This design comes from an exercise in tuning for small area, a short achievable clock period and few clock cycles on the open sky130 flow, not from production work. The RTL was checked by simulation tests, not by an equivalence proof against the original design. Power and IR drop assume default switching activity.

==> flow/flow/run.sh <==
#!/bin/bash
# Standard ORFS layout (the standard.sh, unchanged synthesis), with choices
# of our own for how the layout is made:
#  - ports are buffered with buf_4 instead of the default delay buffer;
#  - repair_timing aims for 8.5 ns of setup slack at the design's clock, so that
#    the resizer keeps improving paths well beyond the required period;
#  - clock tree: larger sink clusters, clkbuf_16 only;
#  - ABC maps for area (the resizer then fixes the timing).
set -euo pipefail
export SETUP_SLACK_MARGIN=8.5
export ABC_AREA=1
export BUFFER_PORTS_ARGS="-buffer_cell sky130_fd_sc_hd__buf_4"
export CTS_CLUSTER_SIZE=30
export CTS_CLUSTER_DIAMETER=80
export CTS_BUF_LIST=sky130_fd_sc_hd__clkbuf_16
bash standard.sh > run_standard.log 2>&1
==> flow/standard.sh <==
#!/bin/bash
# synth_recipe.tcl (not shown) runs the flow's synth.tcl, then flattens the netlist and writes it again
# the make line also repeats each setting of config.mk as NAME=value (left out here)
make -C /OpenROAD-flow-scripts/flow DESIGN_CONFIG=/design/flow/config.mk WORK_HOME=/design/flow/orfs CLKGATE_MAP_FILE= SYNTH_SCRIPT=/design/flow/synth_recipe.tcl "${@:-finish}"
==> flow/config.mk <==
export PLATFORM = sky130hd
export DESIGN_NAME = cpu
export DESIGN_NICKNAME = cpu
export VERILOG_FILES = /design/flow/design.v
export SDC_FILE = /design/flow/constraint.sdc
export NUM_CORES = 8
export LEC_CHECK = 0
export CAP_MARGIN = 20
export CORE_MARGIN = 2
export CORE_UTILIZATION = 40
export SLEW_MARGIN = 20
==> flow/constraint.sdc <==
create_clock -name core_clock -period 12.0 [get_ports {clk_in}]
set_input_delay 2.4000 -clock core_clock [delete_from_list [all_inputs] [get_ports {clk_in}]]
set_output_delay 2.4000 -clock core_clock [all_outputs]
set_load 0.01 [all_outputs]
==> flow/design.v <==
module cpu(
    input  wire        clk_in,
    input  wire        rst_in,
    input  wire        rdy_in,
    input  wire [ 7:0] mem_din,
    output wire [ 7:0] mem_dout,
    output wire [31:0] mem_a,
    output wire        mem_wr,
    input  wire        io_buffer_full,
    output wire [31:0] dbgreg_dout
);
wire clk = clk_in;
wire rst_n = rst_in | ~rdy_in;    
reg  rst;
always @(posedge clk) rst <= rst_n;
assign dbgreg_dout = 32'h0;
reg  [2:0] clrc;                  
wire       clr = (clrc != 3'd0);
always @(posedge clk) begin
    if (rst) clrc <= 3'd4;
    else if (clr) clrc <= clrc - 3'd1;
end
reg  [3:0] P;                     
always @(posedge clk) P <= rst ? 4'b0001 : {P[2:0], P[3]};
wire p0 = P[0];
wire p1 = P[1];
wire p2 = P[2];
wire p3 = P[3];
wire [1:0] ph = {P[2] | P[3], P[1] | P[3]};
reg  [31:0] FB;           
reg         fbh;          
reg  [2:0]  fbi;          
reg  [15:0] FA;           
reg         rq_ok;        
reg  [1:0]  rq_b;         
reg         fa_ok;        
reg  [1:0]  fa_b;         
reg         rbt;          
reg         BV;
reg  [3:0]  BTAG;
reg  [15:0] BTGT;
reg         s_hit;        
reg         fbp;          
reg         irp;          
reg  [31:0] IR;           
reg         XV;           
reg         XF;           
reg  [29:0] XPC;          
reg dLUI, dAUIPC, dJAL, dJALR, dBR, dLD, dST, dSLT, dSR, dSLL, dSR1;
reg dALU, dUseImm, dSub, dMulti, dBack, dWr1, dWr2, dSRA;
reg dShOP;                
reg [4:0] RI1, RI2;
reg [4:0] rotr;           
reg  [17:0] MA;           
reg         MW;           
reg  [7:0]  MD;           
reg  [1:0]  mcnt;         
reg         mst;          
reg         lreq;         
reg         ldin;         
reg  [7:0]  A, B;         
reg  [7:0]  IMB;          
reg  [7:0]  PCB;          
reg  [7:0]  D1, D2, D3;   
reg         cy;           
reg         eqa;          
reg         sflag;        
reg         sgn;          
reg         lsgn;         
reg  [7:0]  Wd;           
reg         Wwe;
reg  [4:0]  Wrd;
assign mem_a    = {14'h0, MA};
assign mem_wr   = MW;
assign mem_dout = MD;
wire dSHF = dSR | dSLL;
wire x0 = XV & ~XF;       
wire x1 = XV &  XF;       
wire [2:0] f3  = IR[14:12];
wire [4:0] rdi = IR[11:7];
wire dXOR = dALU & (f3 == 3'b100);
wire dOR  = dALU & (f3 == 3'b110);
wire dAND = dALU & (f3 == 3'b111);
wire [4:0] thr = (dSR ? 5'd23 : 5'd24) - rotr;
wire [31:0] wsel;
wire [7:0]  wdat = clr ? 8'h00 : Wd;
wire [255:0] rdf;         
assign rdf[7:0] = 8'h00;
genvar g;
generate
    for (g = 1; g < 32; g = g + 1) begin : RF
        reg [7:0] b0, b1, b2, b3;
        assign wsel[g] = clr | (Wwe & (Wrd == g));
        always @(posedge clk) begin
            b0 <= b1;
            b1 <= b2;
            b2 <= wsel[g] ? wdat : b3;
            b3 <= b0;
        end
        assign rdf[g*8 +: 8] = b1;
    end
endgenerate
assign wsel[0] = 1'b0;
wire       irbusy  = x0 & dMulti;                 
wire       rsel_fb = p3 & ~irbusy;
reg  [7:0] rA, rB;
integer k;
always @(*) begin
    rA = 8'h00;
    rB = 8'h00;
    for (k = 1; k < 32; k = k + 1) begin
        rA = rA | ({8{RI1 == k}} & rdf[k*8 +: 8]);
        rB = rB | ({8{RI2 == k}} & rdf[k*8 +: 8]);
    end
end
wire [4:0] fo = FB[6:2];
wire [2:0] ff3 = FB[14:12];
wire fLUI   = (fo == 5'b01101);
wire fAUIPC = (fo == 5'b00101);
wire fJAL   = (fo == 5'b11011);
wire fJALR  = (fo == 5'b11001);
wire fBR    = (fo == 5'b11000);
wire fLD    = (fo == 5'b00000);
wire fST    = (fo == 5'b01000);
wire fOPI   = (fo == 5'b00100);
wire fOP    = (fo == 5'b01100);
wire fALU   = fOP | fOPI;
wire fSLT   = fALU & (ff3[2:1] == 2'b01);
wire fSR    = fALU & (ff3 == 3'b101);
wire fSLL   = fALU & (ff3 == 3'b001);
wire fShOP  = fOP & (ff3[1:0] == 2'b01);          
wire fSR1   = fSR & fOPI & (FB[24:23] == 2'b00);    
wire fMulti = fLD | fSLT | (fSR & ~fSR1) | fShOP;
wire frdnz  = (FB[11:7] != 5'd0);
function [7:0] immbyte;
    input [31:0] ins;
    input [1:0]  p;
    input        u, jj, bb, ss;
    reg   [31:0] im;
    begin
        if (u)       im = {ins[31:12], 12'h0};
        else if (jj) im = {{12{ins[31]}}, ins[19:12], ins[20], ins[30:21], 1'b0};
        else if (bb) im = {{20{ins[31]}}, ins[7], ins[30:25], ins[11:8], 1'b0};
        else if (ss) im = {{20{ins[31]}}, ins[31:25], ins[11:7]};
        else         im = {{20{ins[31]}}, ins[31:20]};
        case (p)
            2'd0: immbyte = im[7:0];
            2'd1: immbyte = im[15:8];
            2'd2: immbyte = im[23:16];
            default: immbyte = im[31:24];
        endcase
    end
endfunction
wire [7:0] c4 = {5'b00000, p0, 2'b00};             
wire [7:0] Ae = (dAUIPC | dJAL) ? PCB : (dLUI ? 8'h00 : A);
wire [7:0] Be = dUseImm ? IMB : (dJAL ? c4 : B);    
wire [7:0] Bx = dSub ? ~Be : Be;
wire       cin = p0 ? dSub : cy;
wire [8:0] sum = {1'b0, Ae} + {1'b0, Bx} + {8'h00, cin};
wire       eqb = (A == B);
wire       eqn = (p0 ? 1'b1 : eqa) & eqb;
wire       ltu = ~sum[8];
wire       lts = (A[7] ^ Be[7]) ? A[7] : ~sum[8];
wire       bltu = (A < B) | (eqb & ~cy);
wire       blts = (A[7] ^ B[7]) ? A[7] : bltu;
wire       taken = f3[0] ^ (~f3[2] ? eqn : (f3[1] ? bltu : blts));
reg        pcy;
wire [8:0] padd = {1'b0, PCB} + {1'b0, (dJALR ? c4 : IMB)} + {8'h00, ~p0 & pcy};
always @(posedge clk) pcy <= padd[8];
reg [7:0] wlo, whi;
always @(*) begin
    case (rotr[4:3])
        2'd0: begin wlo = D3; whi = D2; end
        2'd1: begin wlo = D2; whi = D1; end
        2'd2: begin wlo = D1; whi = A;  end
        default: begin wlo = A; whi = dSR1 ? rA : D3; end
    endcase
end
wire [15:0] wpair = {whi, wlo} >> rotr[2:0];
wire        fillb = dSRA & (dSR1 ? A[7] : sgn);
reg  [7:0]  shout;
integer j;
always @(*) begin
    for (j = 0; j < 8; j = j + 1) begin
        if (dSR) shout[j] = ({ph, j[2:0]} <= thr) ? wpair[j] : fillb;
        else     shout[j] = ({ph, j[2:0]} >= thr) ? wpair[j] : 1'b0;
    end
end
wire [1:0] lw = f3[1:0];            
wire       ldv = (lw == 2'd2) | p0 | ((lw == 2'd1) & p1);
wire [7:0] ldb = ldv ? D1 : {8{lsgn & ~f3[2]}};
reg [7:0] Y;
always @(*) begin
    if (XF & dLD)             Y = ldb;
    else if (XF & dSLT)       Y = {7'h00, sflag & p0};
    else if (dSHF)            Y = shout;
    else if (dJALR)           Y = padd[7:0];
    else if (dXOR)            Y = A ^ Be;
    else if (dOR)             Y = A | Be;
    else if (dAND)            Y = A & Be;
    else                      Y = sum[7:0];
end
wire writer = (x0 & dWr1) | (x1 & dWr2);
wire [1:0]  a1716 = rA[1:0] + {IR[31], IR[31]} + {1'b0, sum[8]};
wire [17:0] daddr = {a1716, sum[7:0], D1};
wire [1:0]  t1716 = XPC[15:14] + (dJAL ? IR[17:16] : {IR[31], IR[31]}) + {1'b0, padd[8]};
wire [15:0] tgt16 = {t1716, padd[7:0], D1[7:2]};
wire [29:0] TAR = {(dJALR ? sum[7:0] : padd[7:0]), D1, D2, D3[7:2]};    
wire [29:0] XPC1 = XPC + 30'd1;
wire mstart = x0 & (dLD | dST) & p1;
wire mcont  = (mcnt != 2'd0);
wire mbusy  = mstart | mcont | red_jalr;           
wire tmatch  = (BTGT == TAR[15:0]);     
wire red_jal  = x0 & dJAL & p1 & ~irp;            
wire red_jalr = x0 & dJALR & p1;                   
wire red_b    = rbt;                               
wire redir    = red_jal | red_b;
wire flush    = red_jal | red_jalr | rbt;
wire [15:0] fa_red = red_jal ? tgt16 : XPC[15:0];
wire arr     = fa_ok & ~flush;                     
wire fbh_end = fbh | (arr & (fa_b == 2'd3));       
wire xfer    = p3 & fbh & ~irbusy;                 
wire [15:0] fa_e  = redir ? fa_red : FA;
wire [2:0]  fbi_e = redir ? 3'd0 : fbi;
wire        want  = (fbi_e != 3'd4) | (p1 & ~irbusy);
wire        fiss  = want & ~mbusy;
wire [1:0]  fidx  = (fbi_e == 3'd4) ? 2'd0 : fbi_e[1:0];
always @(posedge clk) begin
    if (rst) begin
        fbh   <= 1'b0;
        fbi   <= 3'd0;
        FA    <= 16'h0;
        rq_ok <= 1'b0;
        fa_ok <= 1'b0;
        s_hit <= 1'b0;
        fbp   <= 1'b0;
    end else begin
        if (flush | red_jalr) s_hit <= 1'b0;
        else if (fiss & (fidx == 2'd0)) s_hit <= BV & (BTAG == fa_e[3:0]);
        if (flush | red_jalr | xfer | redir) fbp <= 1'b0;
        else if (fiss & (fidx == 2'd3)) fbp <= s_hit;
        fa_ok <= rq_ok & ~flush;
        fa_b  <= rq_b;
        rq_ok <= fiss | red_jalr;
        rq_b  <= red_jalr ? 2'd0 : fidx;
        if (red_jalr) begin
            FA  <= daddr[17:2];
            fbi <= 3'd1;
        end else if (fiss) begin
            if (fidx == 2'd3) begin
                FA  <= s_hit ? BTGT : FA + 16'd1;
                fbi <= 3'd4;
            end else begin
                FA  <= fa_e;
                fbi <= {1'b0, fidx} + 3'd1;
            end
        end else begin
            FA  <= fa_e;
            fbi <= (xfer & (fbi_e == 3'd4) & ~redir) ? 3'd0 : fbi_e;
        end
        if (flush) fbh <= 1'b0;
        else if (xfer) fbh <= 1'b0;
        else fbh <= fbh_end;
    end
end
always @(posedge clk) if (arr) FB[fa_b*8 +: 8] <= mem_din;
wire brt    = x0 & dBR & taken;
wire pok    = irp & tmatch & (dJAL | (dBR & taken));       
wire squash = x0 & (irp ? ~pok : ((dBR & taken) | dJAL | dJALR));
wire skip1  = dBR & taken & ~irp & ~fbp & fbh & (IR[31:25] == 7'd0) & (IR[11:7] == 5'b01000);
wire btb_ins   = x0 & p3 & (dJAL | (dBR & taken & dBack)) & ~pok & ~fbp;
wire [29:0] xpc_n = (dJAL | dJALR | (dBR & taken)) ? TAR : XPC1;
always @(posedge clk) begin
    if (rst) begin
        XV  <= 1'b0;
        XF  <= 1'b0;
        XPC <= 30'h0;
        rbt <= 1'b0;
        BV  <= 1'b0;
    end else begin
        rbt <= p3 & x0 & (irp ? (~pok & ~dJALR) : (dBR & taken & ~skip1));
        if (btb_ins) begin
            BV   <= 1'b1;
            BTAG <= XPC[3:0];
            BTGT <= TAR[15:0];
        end else if (p3 & x0 & irp & ~pok) begin
            BV   <= 1'b0;
        end
        if (p3) begin
            if (irbusy) begin
                XF <= 1'b1;
            end else begin
                XV <= fbh & ~squash;
                XF <= 1'b0;
            end
            if (x0) XPC <= xpc_n;
        end
    end
end
always @(posedge clk) begin
    if (p3 & ~irbusy & fbh) begin
        IR      <= FB;
        irp     <= fbp;
        dLUI    <= fLUI;
        dAUIPC  <= fAUIPC;
        dJAL    <= fJAL;
        dJALR   <= fJALR;
        dBR     <= fBR;
        dLD     <= fLD;
        dST     <= fST;
        dSLT    <= fSLT;
        dSR     <= fSR;
        dSR1    <= fSR1;
        dSLL    <= fSLL;
        dSRA    <= FB[30];
        dALU    <= fALU;
        dUseImm <= fOPI | fLD | fST | fJALR | fLUI | fAUIPC;
        dSub    <= (fOP & (ff3 == 3'b000) & FB[30]) | fBR | fSLT;
        dMulti  <= fMulti;
        dBack   <= fBR & FB[31];
        dWr1    <= frdnz & (fLUI | fAUIPC | fJAL | fJALR | (fALU & ~fMulti));
        dWr2    <= frdnz & fMulti;
        dShOP   <= fShOP;
    end
end
wire [4:0] shs  = (p3 & ~irbusy) ? FB[24:20] : B[4:0];
wire       shsr = (p3 & ~irbusy) ? fSR : dSR;
always @(posedge clk) begin
    if ((p3 & ~irbusy & fbh) | (x0 & p0 & dShOP)) begin
        rotr <= shsr ? (5'd24 + shs) : (5'd24 - shs);
    end
end
wire fb24 = (arr & (fa_b == 2'd3)) ? mem_din[0] : FB[24];
reg [4:0] ri1, ri2;
always @(*) begin
    if (p2 & ~irbusy) begin
        ri1 = FB[19:15];
        ri2 = {fb24, FB[23:20]};
    end else if (p3 & xfer) begin
        ri1 = FB[19:15];
        ri2 = FB[24:20];
    end else begin
        ri1 = IR[19:15];
        ri2 = IR[24:20];
    end
end
always @(posedge clk) begin
    RI1 <= ri1; RI2 <= ri2;
end
always @(posedge clk) begin
    A   <= rA;
    B   <= rB;
    IMB <= rsel_fb ? immbyte(FB, 2'd0, fLUI | fAUIPC, fJAL, fBR, fST)
                   : immbyte(IR, ph + 2'd1, dLUI | dAUIPC, dJAL, dBR, dST);
    PCB <= p3 ? {(x0 ? (irp ? TAR[5:0] : XPC1[5:0]) : XPC[5:0]), 2'b00} :
           p0 ? XPC[13:6] : p1 ? XPC[21:14] : XPC[29:22];
    D2  <= dST ? B : D1;                 
    D3  <= D2;
    if (ldin)       D1 <= mem_din;
    else if (dSHF)  D1 <= A;
    else if (dBR | dJAL) D1 <= padd[7:0];
    else            D1 <= sum[7:0];
    cy  <= sum[8];
    eqa <= eqn;
    if (x0 & p3) begin
        sflag <= dSLT & (f3[0] ? ltu : lts);
        sgn   <= A[7];
    end
    if (x1 & (ph == {1'b0, lw[0]})) lsgn <= D1[7];
    Wd  <= Y;
    Wrd <= rdi;
end
always @(posedge clk) begin
    if (rst) Wwe <= 1'b0;
    else     Wwe <= writer;
end
always @(posedge clk) begin
    if (rst) begin
        MA   <= 18'h0;
        MW   <= 1'b0;
        mcnt <= 2'd0;
        mst  <= 1'b0;
        lreq <= 1'b0;
        ldin <= 1'b0;
    end else begin
        lreq <= 1'b0;
        ldin <= lreq;
        MW   <= 1'b0;
        if (mstart) begin
            MA   <= daddr;
            mcnt <= (lw == 2'd2) ? 2'd3 : {1'b0, lw[0]};
            mst  <= dST;
            MW   <= dST & ~rst_n;
            lreq <= dLD;
        end else if (red_jalr) begin
            MA   <= {daddr[17:2], 2'b00};
        end else if (mcont) begin
            MA   <= MA + 18'd1;
            mcnt <= mcnt - 2'd1;
            MW   <= mst & ~rst_n;
            lreq <= ~mst;
        end else if (fiss) begin
            MA <= {fa_e, fidx};
        end
    end
end
always @(posedge clk) MD <= D2;         
endmodule
==> run notes <==
## worst register-to-register path, stage by stage (launching register included)
cell,delay [ps]
sky130_fd_sc_hd__edfxtp_1,450
sky130_fd_sc_hd__buf_12,170
sky130_fd_sc_hd__clkinv_8,40
sky130_fd_sc_hd__nand2_4,40
sky130_fd_sc_hd__fa_2,400
sky130_fd_sc_hd__fa_2,380
sky130_fd_sc_hd__o21ai_2,220
sky130_fd_sc_hd__a21oi_2,80
sky130_fd_sc_hd__o21a_1,210
sky130_fd_sc_hd__nor2_1,110
sky130_fd_sc_hd__o21ai_1,70
sky130_fd_sc_hd__nand2_1,130
sky130_fd_sc_hd__fa_2,220
sky130_fd_sc_hd__inv_2,40
sky130_fd_sc_hd__or2_4,220
sky130_fd_sc_hd__nand3_2,70
sky130_fd_sc_hd__o22ai_2,110
sky130_fd_sc_hd__a31oi_2,220
sky130_fd_sc_hd__a21oi_1,100
sky130_fd_sc_hd__o21ai_1,120
sky130_fd_sc_hd__nand3_2,80
sky130_fd_sc_hd__o211ai_1,90
sky130_fd_sc_hd__inv_1,50
## placed cells by master (no fill, tap or decap), types with 12 or more instances in the layout
| master | count |
|---|---|
| sky130_fd_sc_hd__dfxtp_1 | 1131 |
| sky130_fd_sc_hd__nand2_1 | 1032 |
| sky130_fd_sc_hd__o21ai_0 | 471 |
| sky130_fd_sc_hd__inv_1 | 386 |
| sky130_fd_sc_hd__nor2_1 | 284 |
| sky130_fd_sc_hd__nand3_1 | 229 |
| sky130_fd_sc_hd__a21oi_1 | 208 |
| sky130_fd_sc_hd__buf_4 | 115 |
| sky130_fd_sc_hd__edfxtp_1 | 107 |
| sky130_fd_sc_hd__nand4_1 | 92 |
| sky130_fd_sc_hd__ha_1 | 60 |
| sky130_fd_sc_hd__clkbuf_16 | 58 |
| sky130_fd_sc_hd__xor2_1 | 53 |
| sky130_fd_sc_hd__o22ai_1 | 50 |
| sky130_fd_sc_hd__conb_1 | 46 |
| sky130_fd_sc_hd__a221oi_1 | 44 |
| sky130_fd_sc_hd__nor3_1 | 39 |
| sky130_fd_sc_hd__o211ai_1 | 38 |
| sky130_fd_sc_hd__buf_6 | 30 |
| sky130_fd_sc_hd__nand2_2 | 26 |
| sky130_fd_sc_hd__o221ai_1 | 26 |
| sky130_fd_sc_hd__a211oi_1 | 21 |
| sky130_fd_sc_hd__dfxtp_2 | 20 |
| sky130_fd_sc_hd__nor2_2 | 19 |
| sky130_fd_sc_hd__nor2_4 | 16 |
| sky130_fd_sc_hd__dfxtp_4 | 14 |
| sky130_fd_sc_hd__inv_2 | 14 |
| sky130_fd_sc_hd__a22o_1 | 14 |
| sky130_fd_sc_hd__a22oi_1 | 13 |
| sky130_fd_sc_hd__a32o_1 | 12 |
## final cells by class
class                   count  share of cell area
repair buffers            151              0.0277
flip-flops and latches   1272               0.549
clock buffers              58              0.0300
clock inverters            27             0.00884
well taps                1414              0.0365
repair inverters            1            0.000103
multi-input cells        2944               0.314
inverters                 413              0.0332
## routing by layer
| metal | part of all wire | up-vias | wire length (um) | global-route usage |
|---|---|---|---|---|
| met2 | 0.44 | 1525 | 67000 | 0.412 |
| met4 | 0.068 | 10 | 10300 | 0.154 |
| met5 | 0.00045 | - | 69 | 0 |
| met3 | 0.068 | 415 | 10400 | 0.0377 |
| met1 | 0.42 | 16069 | 63900 | 0.348 |
| li1 | - | 15939 | - | - |
## where the power goes
| group | internal, mW | switching, mW | total, mW | leakage (nW) |
|---|---|---|---|---|
| combinational | 0.0766 | 0.217 | 0.294 | 8.31 |
| clock | 0.965 | 1.43 | 2.40 | 0.916 |
| sequential | 4.43 | 0.0995 | 4.53 | 10.5 |
| total | 5.47 | 1.75 | 7.22 | 19.7 |
## state kept, by name, summed over array words and instances, names as in the netlist, 5 cells and up
| name | flops |
|---|---|
| A | 8 |
| B | 8 |
| BTGT | 16 |
| D1 | 8 |
| D2 | 8 |
| D3 | 8 |
| FA | 16 |
| FB | 30 |
| IMB | 8 |
| IR | 25 |
| MA | 18 |
| PCB | 8 |
| RF.b0 | 248 |
| RF.b1 | 248 |
| RF.b2 | 248 |
| RF.b3 | 248 |
| RI1 | 5 |
| RI2 | 5 |
| Wd | 8 |
| Wrd | 5 |
| XPC | 30 |
| rotr | 5 |
## stage by stage
stage                      util  hold WS, ps  cells  cell area (um2)  worst slack [ps]
final                     0.445          307   6280            48400              8300
after detailed placement  0.416          312   6114            45300              7150
after CTS                 0.440          306   6255            47900              8270
after floorplan               -          310   4853            44000              8500
after global placement    0.416          310   6114            45300              7120
after global routing      0.445          313   6280            48400              8140
## worst min-delay path by stage
| stage | depth (start not counted) | end | startpoint |
|---|---|---|---|
| 4_1_cts | 0 | RF[23].b3[0] | RF[23].b0[0] |
| 3_3_place_gp | 0 | RF[8].b1[4] | RF[8].b2[4] |
| 3_5_place_dp | 0 | RF[11].b1[6] | RF[11].b2[6] |
| 2_1_floorplan | 0 | RF[10].b1[0] | RF[10].b2[0] |
| 5_1_grt | 0 | RF[23].b3[0] | RF[23].b0[0] |
| 6_report | 0 | RF[23].b3[0] | RF[23].b0[0] |
## repair_timing
| item | 4_1_cts | 5_1_grt |
|---|---|---|
| gates resized for setup | 116 | 79 |
| pin swaps | 27 | 38 |
| buffers inserted | 54 | 22 |
| cloned | 2 | 2 |
| endpoints found under the setup margin | 104 | 115 |
## logic make-up after synthesis
logic type,count (synthesis)
AO/OA/AOI/OAI,969
adder cells (fa/ha/maj),67
AND/OR/NAND/NOR,1791
other,1
flip-flops,1272
XOR/XNOR,66
multiplexers,3
buffers and inverters,639
==> Implementation_results.wiki <==
{| class="wikitable"
! Metric !! Value
|-
| Number of I/O pins || 85
|-
| Final hold violation count || 0
|-
| Count of nets left with antenna violations after detail routing || 0
|-
| Total setup violations reported at the end of the flow || 0
|-
| Proportion of register bits with asynchronous set or reset after synthesis || 0
|-
| Worst R2R Setup Slack || 8300 ps
|-
| Synth warn || 1
|-
| Transition at the pin with the smallest max-transition slack || 1120 ps
|-
| Global-route congestion overflow total || 0
|-
| Final Critical Period || 3700 ps
|-
| Synth unique cells || 62
|-
| Later-pin clock latency in the skew report || 740 ps
|-
| CTS H-tree depth || 2
|-
| Layout Area Growth over Synthesis || 10.4%
|-
| Layout Nets || 4,919
|-
| Fill cells || 10.7k
|-
| Number of cells on the worst reg-to-reg path || 22
|-
| RR Endpoint || MA[17]
|-
| Synthesized-area fraction occupied by xor and xnor cells || 0.0132
|-
| Initial Util || 0.403
|-
| Most used cell, CP || sky130_fd_sc_hd__fa_2
|-
| Post-synth top cells || sky130_fd_sc_hd__dfxtp_1 (1,165), sky130_fd_sc_hd__nand2_1 (1,050), sky130_fd_sc_hd__o21ai_0 (483)
|-
| Element type at the critical path end || flip-flop
|-
| Worst Setup Start Kind || flip-flop
|-
| Area of the multi-input gates || 15,200 um2
|-
| Unrepaired setup endpoints after global routing || true
|-
| Critical path required time || 12,630 ps
|-
| Global-route wire length before repair || 217 mm
|-
| Global-route total usage across every layer || 0.263
|-
| Dominant register cell in the synthesized netlist || sky130_fd_sc_hd__dfxtp_1
|-
| Placeable core area || 109,000 um2
|-
| Launching element of the worst setup path || dJALR
|-
| Post-synthesis instance area || 43,900 um2
|-
| Fraction of final layout cells with drive strength greater than 1 || 0.0855
|-
| Cell chain of the critical path || buf_12, clkinv_8, nand2_4, fa_2, fa_2, o21ai_2, a21oi_2, o21a_1, nor2_1, o21ai_1, nand2_1, fa_2, inv_2, or2_4, nand3_2, o22ai_2, a31oi_2, a21oi_1, o21ai_1, nand3_2, o211ai_1, inv_1
|-
| Syn Area/Cell || 9.12 um2
|-
| Port buffer count || 37
|-
| Std cell rows || 121
|-
| Reg2reg start || dJALR
|-
| Post-route clock skew || 80.5 ps
|-
| TritonCTS Sinks || 1,272
|-
| Cell taking the most area after synthesis || sky130_fd_sc_hd__dfxtp_1
|-
| Largest family of logic cells by synthesized area || simple AND/OR/NAND/NOR gates
|-
| Final clock period utilization by the worst path || 0.308
|-
| Synth Area in Compound Gates || 0.128
|-
| DR iter-0 viols || 3,515
|-
| Number of buffers inserted during clock tree synthesis || 57
|-
| Portion of the post-synthesis area used by sequential elements || 0.605
|-
| Seq cells post-synth || 1,272
|-
| Path length in cells of the critical path || 22
|-
| Post-synth EDFFs || 107
|-
| Pin count of the biggest net entering global routing || 62
|-
| Ant diodes || 0
|-
| Max capacitance violation total || 0
|-
| Sequential standard cell area || 26,600 um2
|-
| Relative slew slack || 0.242
|-
| WL final || 152 mm
|-
| Clock tree from TritonCTS || done
|-
| Final Total Pwr || 7.22 mW
|-
| Routed length per instance || 24.1 um
|-
| Clock transition time at the flip-flop clock pins of the worst setup and hold paths || 110 ps
|-
| Number of buffers on the longest clock path || 3
|-
| Setup TNS || 0 ps
|-
| Timing endpoint of the critical path || MA[17]
|-
| Final count of pins violating max slew || 0
|-
| Overall die height || 335 um
|-
| Type of the tightest min-delay check || flip-flop to flip-flop
|-
| Library cell contributing the largest single delay on the critical path || sky130_fd_sc_hd__edfxtp_1
|-
| CP Max Fanout || 2
|-
| Synth Area in Simple Gates || 0.172
|-
| Run status || no timing/DRC/antenna violations
|-
| Most frequent cell after synthesis || sky130_fd_sc_hd__dfxtp_1
|-
| Antenna violations before repair || 11
|-
| Critical setup path kind || flip-flop to flip-flop
|-
| Post-synthesis adder-cell area fraction || 0.0203
|-
| Slowest stage delay, CP || 450 ps
|-
| Area share of the largest cell type after synthesis || 0.532
|-
| Total half-perimeter wirelength after legalization and detailed placement || 110 mm
|-
| Count of hold-fix buffers inserted at cts || 0
|-
| Signal arrival time at the worst endpoint || 4330 ps
|-
| DRC viols || 0
|-
| Cells taking the most area after synthesis || sky130_fd_sc_hd__dfxtp_1 (53%), sky130_fd_sc_hd__nand2_1 (9.0%), sky130_fd_sc_hd__edfxtp_1 (7.3%), sky130_fd_sc_hd__o21ai_0 (5.5%), sky130_fd_sc_hd__inv_1 (3.4%)
|-
| IR drop worst, VDD || 138 uV
|-
| Power density cells || 149 nW/um2
|-
| Ratio of routed vias to standard cells || 5.41
|-
| Highest clock rate || 270 MHz
|-
| Syn Inst Count || 4,808
|-
| DIE AREA || 112,000 um2
|-
| Via count of the first global-routing pass || 31.2k
|-
| Post-synthesis mux area share || 0.000685
|-
| Number of optimization iterations in the first detailed-route pass || 9
|-
| Vias after detailed routing || 34.0k
|-
| Buffers and inverters on the worst path || 4
|-
| Routability Congestion || 1.05
|-
| Leak || 19.7 nW
|-
| X dimension of the die || 335 um
|-
| Root buffer selected by CTS || sky130_fd_sc_hd__clkbuf_16
|-
| Cell family with the largest share of critical-path delay || compound AO/OA/AOI/OAI gates
|}
Testbench counts, summed over its fixed seeds: cycles 208,380.

-- port drivers added, routing unchanged --
Ports are ideal in the flow. The routed layout listed here was re-timed in OpenROAD. Step 1: set_driving_cell puts a clkbuf_16 on clk_in and a buf_2 on each other input, an assumption about the parent block. Step 2 moves the port delays by t, midway between the first and last clock arrival at a register: inputs arrive t later, outputs are due t later. That takes back most of the time a late clock gives input paths. a / b / c = ideal ports / drivers / drivers and shift; a / b = the first two.
t (ns): 0.766
slack for setup (ns): 8.301 / 8.276 / 8.301
worst setup path after step 2: register to register
latest minus earliest clock arrival (ns): 0.081 / 0.081
worst slew at a driven data input, ns: 0.04
After both steps this run still meets setup and hold. The setup slack of this run moves by -0.025 ns with the drivers and by 0.000 ns with both steps.
